This design comes from an exercise in tuning on the open sky130 flow, not from production work. The RTL was checked by simulation tests, not by an equivalence proof against the original design. Power and IR drop assume default switching activity.

===== config.mk =====
export PLATFORM = sky130hd
export DESIGN_NAME = JAM
export DESIGN_NICKNAME = JAM
export VERILOG_FILES = /design/flow/design.v
export SDC_FILE = /design/flow/constraint.sdc
export NUM_CORES = 4
export LEC_CHECK = 0
export CAP_MARGIN = 20
export CORE_MARGIN = 2
export CORE_UTILIZATION = 40
export SLEW_MARGIN = 20

===== constraint.sdc =====
create_clock -name core_clock -period 6.2 [get_ports {CLK}]
set_input_delay 1.2400 -clock core_clock [delete_from_list [all_inputs] [get_ports {CLK}]]
set_output_delay 1.2400 -clock core_clock [all_outputs]
set_load 0.01 [all_outputs]

===== design.v =====
module JAM (
input CLK,
input RST,
output reg [2:0] W,
output reg [2:0] J,
input [6:0] Cost,
output [3:0] MatchCount,
output [9:0] MinCost,
output Valid );
parameter INIT  = 4'b0000;
parameter COMP  = 4'b0001;
parameter CHAN  = 4'b0010;
parameter FIND  = 4'b0011;
parameter EXCH  = 4'b0100;
parameter REV   = 4'b0101;
parameter GIVE  = 4'b0110;
parameter COUNT = 4'b0111;
parameter VALID = 4'b1000;
reg [3:0] curr_state;
reg [3:0] next_state;
parameter [0:3*128-1] mapTbl = {3'd7, 3'd6, 3'd5, 3'd6, 3'd4, 3'd6, 3'd5, 3'd6, 3'd3, 3'd6, 3'd5, 3'd6, 3'd4, 3'd6, 3'd5, 3'd6,
                            	3'd2, 3'd6, 3'd5, 3'd6, 3'd4, 3'd6, 3'd5, 3'd6, 3'd3, 3'd6, 3'd5, 3'd6, 3'd4, 3'd6, 3'd5, 3'd6,
                            	3'd1, 3'd6, 3'd5, 3'd6, 3'd4, 3'd6, 3'd5, 3'd6, 3'd3, 3'd6, 3'd5, 3'd6, 3'd4, 3'd6, 3'd5, 3'd6,
                	            3'd2, 3'd6, 3'd5, 3'd6, 3'd4, 3'd6, 3'd5, 3'd6, 3'd3, 3'd6, 3'd5, 3'd6, 3'd4, 3'd6, 3'd5, 3'd6,
                		  	    3'd0, 3'd6, 3'd5, 3'd6, 3'd4, 3'd6, 3'd5, 3'd6, 3'd3, 3'd6, 3'd5, 3'd6, 3'd4, 3'd6, 3'd5, 3'd6,
                			    3'd2, 3'd6, 3'd5, 3'd6, 3'd4, 3'd6, 3'd5, 3'd6, 3'd3, 3'd6, 3'd5, 3'd6, 3'd4, 3'd6, 3'd5, 3'd6,
                			    3'd1, 3'd6, 3'd5, 3'd6, 3'd4, 3'd6, 3'd5, 3'd6, 3'd3, 3'd6, 3'd5, 3'd6, 3'd4, 3'd6, 3'd5, 3'd6,
                				3'd2, 3'd6, 3'd5, 3'd6, 3'd4, 3'd6, 3'd5, 3'd6, 3'd3, 3'd6, 3'd5, 3'd6, 3'd4, 3'd6, 3'd5, 3'd6};
reg [0:6] compare;
reg [3:0] permutation [0:7];
reg [3:0] permutation_rot [0:7];
reg [3:0] permutation_ex [0:7];
reg [1:0] FIND_count;
wire [2:0] rot;
wire done;
reg [3:0] matchcount;
reg [9:0] mincost;
always@(posedge CLK) begin
	if(RST) curr_state <= INIT;
	else    curr_state <= next_state; 
end 
always@(*)begin
	case (curr_state)
	INIT  : next_state = COMP;
	COMP  : next_state = CHAN;  
	CHAN  : next_state = FIND;  
	FIND  : if(FIND_count==2) next_state = EXCH;  
	        else next_state = FIND;
	EXCH  : next_state = REV;  
	REV   : next_state = GIVE;  
	GIVE  : next_state = COUNT;
	COUNT : if(done) next_state = VALID;
			else next_state = COMP;
	VALID : next_state =  INIT;
	default : next_state = INIT;
	endcase
end
reg [3:0] count;
reg [9:0] cost;
reg start;
always@(posedge CLK) begin
	if(RST) start <= 0;
	else if(~RST) start <= 1;
	else start <= start;
end 
always@(posedge CLK) begin
	if(RST) begin
		W <= 0;
		J <= 0;
		count <= 1;
	end
	else begin
		W <= count >= 8 ? 0 : count;
		J <= permutation[count >= 8 ? 0 : count];
		if(count == 10) begin
			count <= 2;
			W <= 1;
			J <= permutation[1];
		end
		else begin
			count <= count + 1;
		end
	end
end
always@(posedge CLK) begin
	if(curr_state==INIT) begin
		mincost <= 10'd1023;
		matchcount <= 0;
		cost <= 0;
	end
	else if(start)begin
		cost <= cost + Cost;
		if(count == 10) begin
			if(cost < mincost)begin
				mincost <= cost;
				matchcount <= 1;
			end
			else if(cost == mincost)begin
				matchcount <= matchcount + 1;
			end
			cost <= 0;
		end
	end
end
assign MatchCount = matchcount;
assign MinCost = mincost;
always@(posedge CLK)begin
	if(curr_state == COMP) begin
		compare[6] <= permutation[6] < permutation[7];
		compare[5] <= permutation[5] < permutation[6];
		compare[4] <= permutation[4] < permutation[5];
		compare[3] <= permutation[3] < permutation[4];
		compare[2] <= permutation[2] < permutation[3];
		compare[1] <= permutation[1] < permutation[2];
		compare[0] <= permutation[0] < permutation[1];
	end
end
assign rot = mapTbl[compare*3+:3];
always @(posedge CLK) begin
	if(curr_state == CHAN) begin
  		permutation_rot[0] <= 0<=rot || (0>rot && permutation[0]<permutation[rot]) ? 8 : permutation[0];
  		permutation_rot[1] <= 1<=rot || (1>rot && permutation[1]<permutation[rot]) ? 8 : permutation[1];
  		permutation_rot[2] <= 2<=rot || (2>rot && permutation[2]<permutation[rot]) ? 8 : permutation[2];
  		permutation_rot[3] <= 3<=rot || (3>rot && permutation[3]<permutation[rot]) ? 8 : permutation[3];
  		permutation_rot[4] <= 4<=rot || (4>rot && permutation[4]<permutation[rot]) ? 8 : permutation[4];
  		permutation_rot[5] <= 5<=rot || (5>rot && permutation[5]<permutation[rot]) ? 8 : permutation[5];
  		permutation_rot[6] <= 6<=rot || (6>rot && permutation[6]<permutation[rot]) ? 8 : permutation[6];
  		permutation_rot[7] <= 7<=rot || (7>rot && permutation[7]<permutation[rot]) ? 8 : permutation[7];
  	end
end
reg [2:0] minIdx1;
reg [2:0] minIdx2;
reg [2:0] minIdx3;
reg [2:0] minIdx4;
reg [2:0] minIdx11;
reg [2:0] minIdx22;
reg [2:0] minIdx;
always@(posedge CLK)begin
	if(curr_state==INIT) begin
		FIND_count <= 0;
	end
	if(curr_state==FIND && FIND_count==0)begin
		minIdx4 <= permutation_rot[7] > permutation_rot[6] ? 6 : 7;
		minIdx3 <= permutation_rot[5] > permutation_rot[4] ? 4 : 5;
		minIdx2 <= permutation_rot[3] > permutation_rot[2] ? 2 : 3;
		minIdx1 <= permutation_rot[1] > permutation_rot[0] ? 0 : 1;
		FIND_count <= 1;
	end
	else if(curr_state==FIND && FIND_count==1)begin
		minIdx22 <= permutation_rot[minIdx4] > permutation_rot[minIdx3] ? minIdx3 : minIdx4;
		minIdx11 <= permutation_rot[minIdx2] > permutation_rot[minIdx1] ? minIdx1 : minIdx2;
		FIND_count <= 2;
	end
	else if(curr_state==FIND && FIND_count==2)begin
		minIdx <= permutation_rot[minIdx22] > permutation_rot[minIdx11] ? minIdx11 : minIdx22;
		FIND_count <= 0;
	end
	else begin
		FIND_count <= 0;
	end
end
always@(posedge CLK) begin
	if(curr_state==COMP) begin
		permutation_ex[0] <= permutation[0];
		permutation_ex[1] <= permutation[1];
		permutation_ex[2] <= permutation[2];
		permutation_ex[3] <= permutation[3];
		permutation_ex[4] <= permutation[4];
		permutation_ex[5] <= permutation[5];
		permutation_ex[6] <= permutation[6];
		permutation_ex[7] <= permutation[7];
	end
	else if(curr_state==EXCH) begin
		permutation_ex[rot] <= permutation[minIdx];
		permutation_ex[minIdx] <= permutation[rot];
	end
	else if(curr_state == REV)begin
		if(0>rot)
			permutation_ex[0] <= permutation_ex[7-(0-rot-1)];
		if(1>rot)
			permutation_ex[1] <= permutation_ex[7-(1-rot-1)];
		if(2>rot)
			permutation_ex[2] <= permutation_ex[7-(2-rot-1)];
		if(3>rot)
			permutation_ex[3] <= permutation_ex[7-(3-rot-1)];
		if(4>rot)
			permutation_ex[4] <= permutation_ex[7-(4-rot-1)];
		if(5>rot)
			permutation_ex[5] <= permutation_ex[7-(5-rot-1)];
		if(6>rot)
			permutation_ex[6] <= permutation_ex[7-(6-rot-1)];
		if(7>rot)
			permutation_ex[7] <= permutation_ex[7-(7-rot-1)];
	end
end
always@(posedge CLK)begin
	if(curr_state == INIT) begin
		permutation[0] <= 0;
		permutation[1] <= 1;
		permutation[2] <= 2;
		permutation[3] <= 3;
		permutation[4] <= 4;
		permutation[5] <= 5;
		permutation[6] <= 6;
		permutation[7] <= 7;
	end
	else if(curr_state == GIVE) begin
		permutation[0] <= permutation_ex[0];
		permutation[1] <= permutation_ex[1];
		permutation[2] <= permutation_ex[2];
		permutation[3] <= permutation_ex[3];
		permutation[4] <= permutation_ex[4];
		permutation[5] <= permutation_ex[5];
		permutation[6] <= permutation_ex[6];
		permutation[7] <= permutation_ex[7];
	end
end
assign done = compare==0;
assign Valid = (curr_state == VALID);
endmodule

===== run.sh =====
#!/bin/bash
# synth_recipe.tcl (not shown) runs the flow's synth.tcl, then flattens the netlist and writes it again
# the make line also repeats each setting of config.mk as NAME=value (left out here)
make -C /OpenROAD-flow-scripts/flow DESIGN_CONFIG=/design/flow/config.mk WORK_HOME=/design/flow/orfs CLKGATE_MAP_FILE= SYNTH_SCRIPT=/design/flow/synth_recipe.tcl finish

==> results.txt <==
## flip-flops by register name (all words and copies together) (netlist names), 2 cells and up
signal           cells
minIdx               3
permutation         32
minIdx11             2
FIND_count           2
cost                10
curr_state           4
count                4
permutation_rot     32
W                    3
permutation_ex      32
J                    3
matchcount           4
compare              7
minIdx22             2
mincost             10
## layout by cell type, fill, tap and decap left out, types with 9 or more instances in the layout
| cell type | n |
|---|---|
| o21a_1 | 17 |
| mux2i_1 | 57 |
| nand2_1 | 183 |
| nand2b_1 | 36 |
| nand3_1 | 43 |
| o31a_1 | 10 |
| a21oi_1 | 136 |
| clkbuf_16 | 17 |
| mux4_2 | 17 |
| o31ai_1 | 9 |
| buf_4 | 107 |
| nor4_1 | 12 |
| a211oi_1 | 25 |
| inv_1 | 98 |
| o211ai_1 | 35 |
| dfxtp_1 | 73 |
| a21o_1 | 29 |
| and2_1 | 16 |
| ha_1 | 115 |
| xnor2_1 | 10 |
| o21ai_0 | 71 |
| o221ai_1 | 9 |
| nor2b_1 | 20 |
| a22oi_1 | 16 |
| o22ai_1 | 18 |
| nand4_1 | 17 |
| clkdlybuf4s50_1 | 29 |
| and3_1 | 11 |
| edfxtp_1 | 82 |
| a31oi_1 | 13 |
| or3_1 | 18 |
| nor3_1 | 25 |
| nor2_1 | 103 |
| mux2_2 | 12 |
| or2_2 | 10 |
## per-stage QoR
stage,cells,utilization (%),cell area (sq um),setup WS (ns)
4_1_cts,2180,46.1,15900,0.00122
5_1_grt,2191,46.9,16200,-0.0895
3_3_place_gp,2148,44.5,15400,0.0598
3_5_place_dp,2148,44.5,15400,0.0163
2_1_floorplan,1655,-,14200,0.000340
6_report,2191,46.9,16200,0.149
## how the worst max path moves through the flow
stage / depth (start not counted) / slack [ns] / to / from
6_report: 25 / 0.15 / permutation_rot[5][2] / compare[4]
2_1_floorplan: 30 / 0.0003 / permutation_rot[4][1] / compare[6]
3_3_place_gp: 27 / 0.06 / permutation_rot[4][2] / compare[5]
3_5_place_dp: 25 / 0.02 / permutation_rot[4][2] / compare[5]
5_1_grt: 26 / -0.09 / permutation_rot[3][1] / compare[4]
4_1_cts: 26 / 0.001 / permutation_rot[4][2] / compare[5]
## kinds of logic after synthesis
kind of cell	count (synthesis)	synth area share (%)
fa+ha+maj	125	11.3
xor+xnor	24	1.77
compound gates	531	26.6
mux	88	7.93
buf+inv	196	5.71
flops	155	28.0
simple gates	536	18.6
## layer usage
layer / vias up / part of all wire (%)
met3: 150 / 8.8
li1: 6382 / -
met1: 6603 / 43
met4: 0 / 4.3
met2: 700 / 44
met5: - / 0
## layout make-up
| cell class | count | area, sq um | share of cell area, % |
|---|---|---|---|
| clock buffers | 19 | 443 | 2.73 |
| clock inverters | 13 | 120 | 0.742 |
| inverters | 103 | 390 | 2.41 |
| multi-input cells | 1304 | 9570 | 59.1 |
| flip-flops and latches | 155 | 3920 | 24.2 |
| well taps | 455 | 569 | 3.51 |
| repair buffers | 142 | 1180 | 7.28 |
## power by group through the flow
stage / Combinational, uW / Clock [uW] / Sequential, uW
after detailed placement: 567 / 0 / 1220
after floorplan: 409 / 0 / 1190
final: 591 / 1030 / 1200
after global placement: 560 / 0 / 1220
after CTS: 571 / 1050 / 1200
after global routing: 646 / 1080 / 1210
## timing repair
item                                    4_1_cts  5_1_grt
gates cloned                                  0        0
resized for setup                             1       46
endpoints found under the setup margin        2       32
pin swaps                                     0       14
setup buffers                                 0       11
==> results.py <==
metrics = {
    "global_routing": {
        "grt_pass1_wl_mm": 79.1,
        "grt_max_degree": 39,
        "grt_use_total_pct": 28.5,
        "grt.overflow.total": 0,
        "grt_use_met2_pct": 43.9,
        "use_met1_pct": 39.0,
        "antenna_found_initial": 0,
        "grt-busiest-layer": "met2",
        "gr-usage-met3_pct": 5.25,
        "grt_pass1_vias": 13106,
    },
    "floorplanning": {
        "fp.dieArea_sq_um": 36600,
        "start_util_pct": 40.6,
        "die_h_microns": 191,
        "core_area_sq_um": 34500,
        "fp-row-count": 68,
        "fp.dieW_microns": 191,
        "io_pins": 30,
    },
    "route": {
        "vias": 13835,
        "first_iter_violations": 1409,
        "final_antenna_net_count": 0,
        "drc": 0,
        "avgRoutedWirePerCell_microns": 23.8,
        "first_pass_iters": 6,
        "viasPerCell": 6.31,
        "wirelength_mm": 52.2,
    },
    "sta": {
        "setup_viol": 0,
        "hold_slack_ns": 0.485,
        "fin_crit_ns": 6.05,
        "fmax_mhz": 165,
        "slew_headroom_pct": 27.0,
        "worst_slew_pin_slew_ns": 1.09,
        "slew_viol_final": 0,
        "finalSetupTns_ns": 0,
        "final.period_utilization_pct": 97.6,
        "hold_viol": 0,
        "fin_skew_ns": 0.0131,
    },
    "worst_setup_path": {
        "crit_type": "flip-flop to flip-flop",
        "r2r_slack_ns": 0.15,
        "crit_required_ns": 6.39,
        "startpoint_type": "flip-flop",
        "cpMostUsedCell": "ha_1",
        "crit_buf_inv": 5,
        "slowest_stage": "or4_1",
        "endpoint_kind": "flip-flop",
        "timing.rr.end": "permutation_rot[5][2]",
        "cpPeakStageDelay_ns": 0.50,
        "crit_arrival_ns": 6.24,
        "regToRegStartpoint": "compare[4]",
        "r2r_cells": 25,
        "cp_max_fo": 14,
        "crit_family": "compound AO/OA/AOI/OAI gates",
    },
    "power_and_ir_drop": {
        "clockPowerShare_pct": 36.5,
        "power_uw": 2820,
        "p_per_area_nw_per_um2": 174,
        "netSwitchingFraction_pct": 31.7,
        "p_leak_uw": 0.00672,
        "intPower_uw": 1930,
        "p_comb_share_pct": 20.9,
        "ir_drop_v": 0.000189,
        "seqPwrFrac_pct": 42.6,
        "p_switching_uw": 895,
    },
    "hold_path": {
        "min_path_cells": 1,
        "min_from": "FIND_count[0]",
        "min_to": "FIND_count[1]",
        "min_path_type": "flip-flop to flip-flop",
    },
    "yosys": {
        "syn_area_per_cell_sq_um": 8.47,
        "synth_flop_cell": "edfxtp_1",
        "netlist_top_cells_area": "edfxtp_1 (18%), ha_1 (11%), dfxtp_1 (10%), nand2_1 (4.9%), a21oi_1 (4.9%)",
        "syn_inst": 1655,
        "yosysMostFrequentCell": "nand2_1",
        "syn_nets": 1789,
        "synth_edf_count": 82,
        "ys_ff_latch": 155,
        "synth_top_area_cell": "edfxtp_1",
        "synth.distinct_cells": 101,
        "synthTopCellsByCount": "nand2_1 (184), a21oi_1 (136), ha_1 (122)",
        "yosysWarnings": 3,
        "syn_area_sq_um": 14000,
        "async_reset_ff_share_pct": 0,
        "synth_top_area_share_pct": 17.6,
        "synth-seq-area-share_pct": 28.0,
    },
    "clocking": {
        "cts_buffers": 17,
        "htreeDepth": 4,
        "root_buffer": "clkbuf_16",
        "clkTransAtPathRegs_ns": 0.07,
        "cts_tree": "done",
        "clock-sinks": 155,
        "clk_path_buf_depth": 2,
        "clk_latency_ns": 0.45,
        "cts_hold_buf": 0,
    },
    "cells_and_area": {
        "drive_above_1_share_pct": 14.9,
        "syn2layout_area_growth_pct": 15.6,
        "final_nets": 1857,
        "antenna-diode-count": 0,
        "num-fill-cells": 3404,
    },
    "flow_run": {
        "maxCapViolations": 0,
    },
    "placement": {
        "dp_hpwl_mm": 38.6,
        "gp_congestion": 1.00,
        "port_buffers": 29,
    },
    "outcome": {
        "status": "no timing/DRC/antenna violations",
    },
}

## re-timing with driven ports
The results above use ideal ports. As a check the final layout listed here was re-extracted and re-timed, cells and wires unchanged. Step 1 assumes that a clkbuf_16 drives the clock port and a buf_2 every other input. Step 2 moves the port delays by t, midway between the first and last clock arrival at a register: inputs arrive t later, outputs are due t later. That takes back most of the time a late clock gives input paths. Three values: ideal ports, drivers, drivers and shift; two values: the first two.
t (ns): 0.489
slack for setup (ns): 0.149 / 0.149 / 0.149
worst slew at a driven data input, ns: 0.03
After both steps this run still meets setup and hold. The setup slack of this run moves by 0.000 ns with the drivers and by 0.000 ns with both steps.
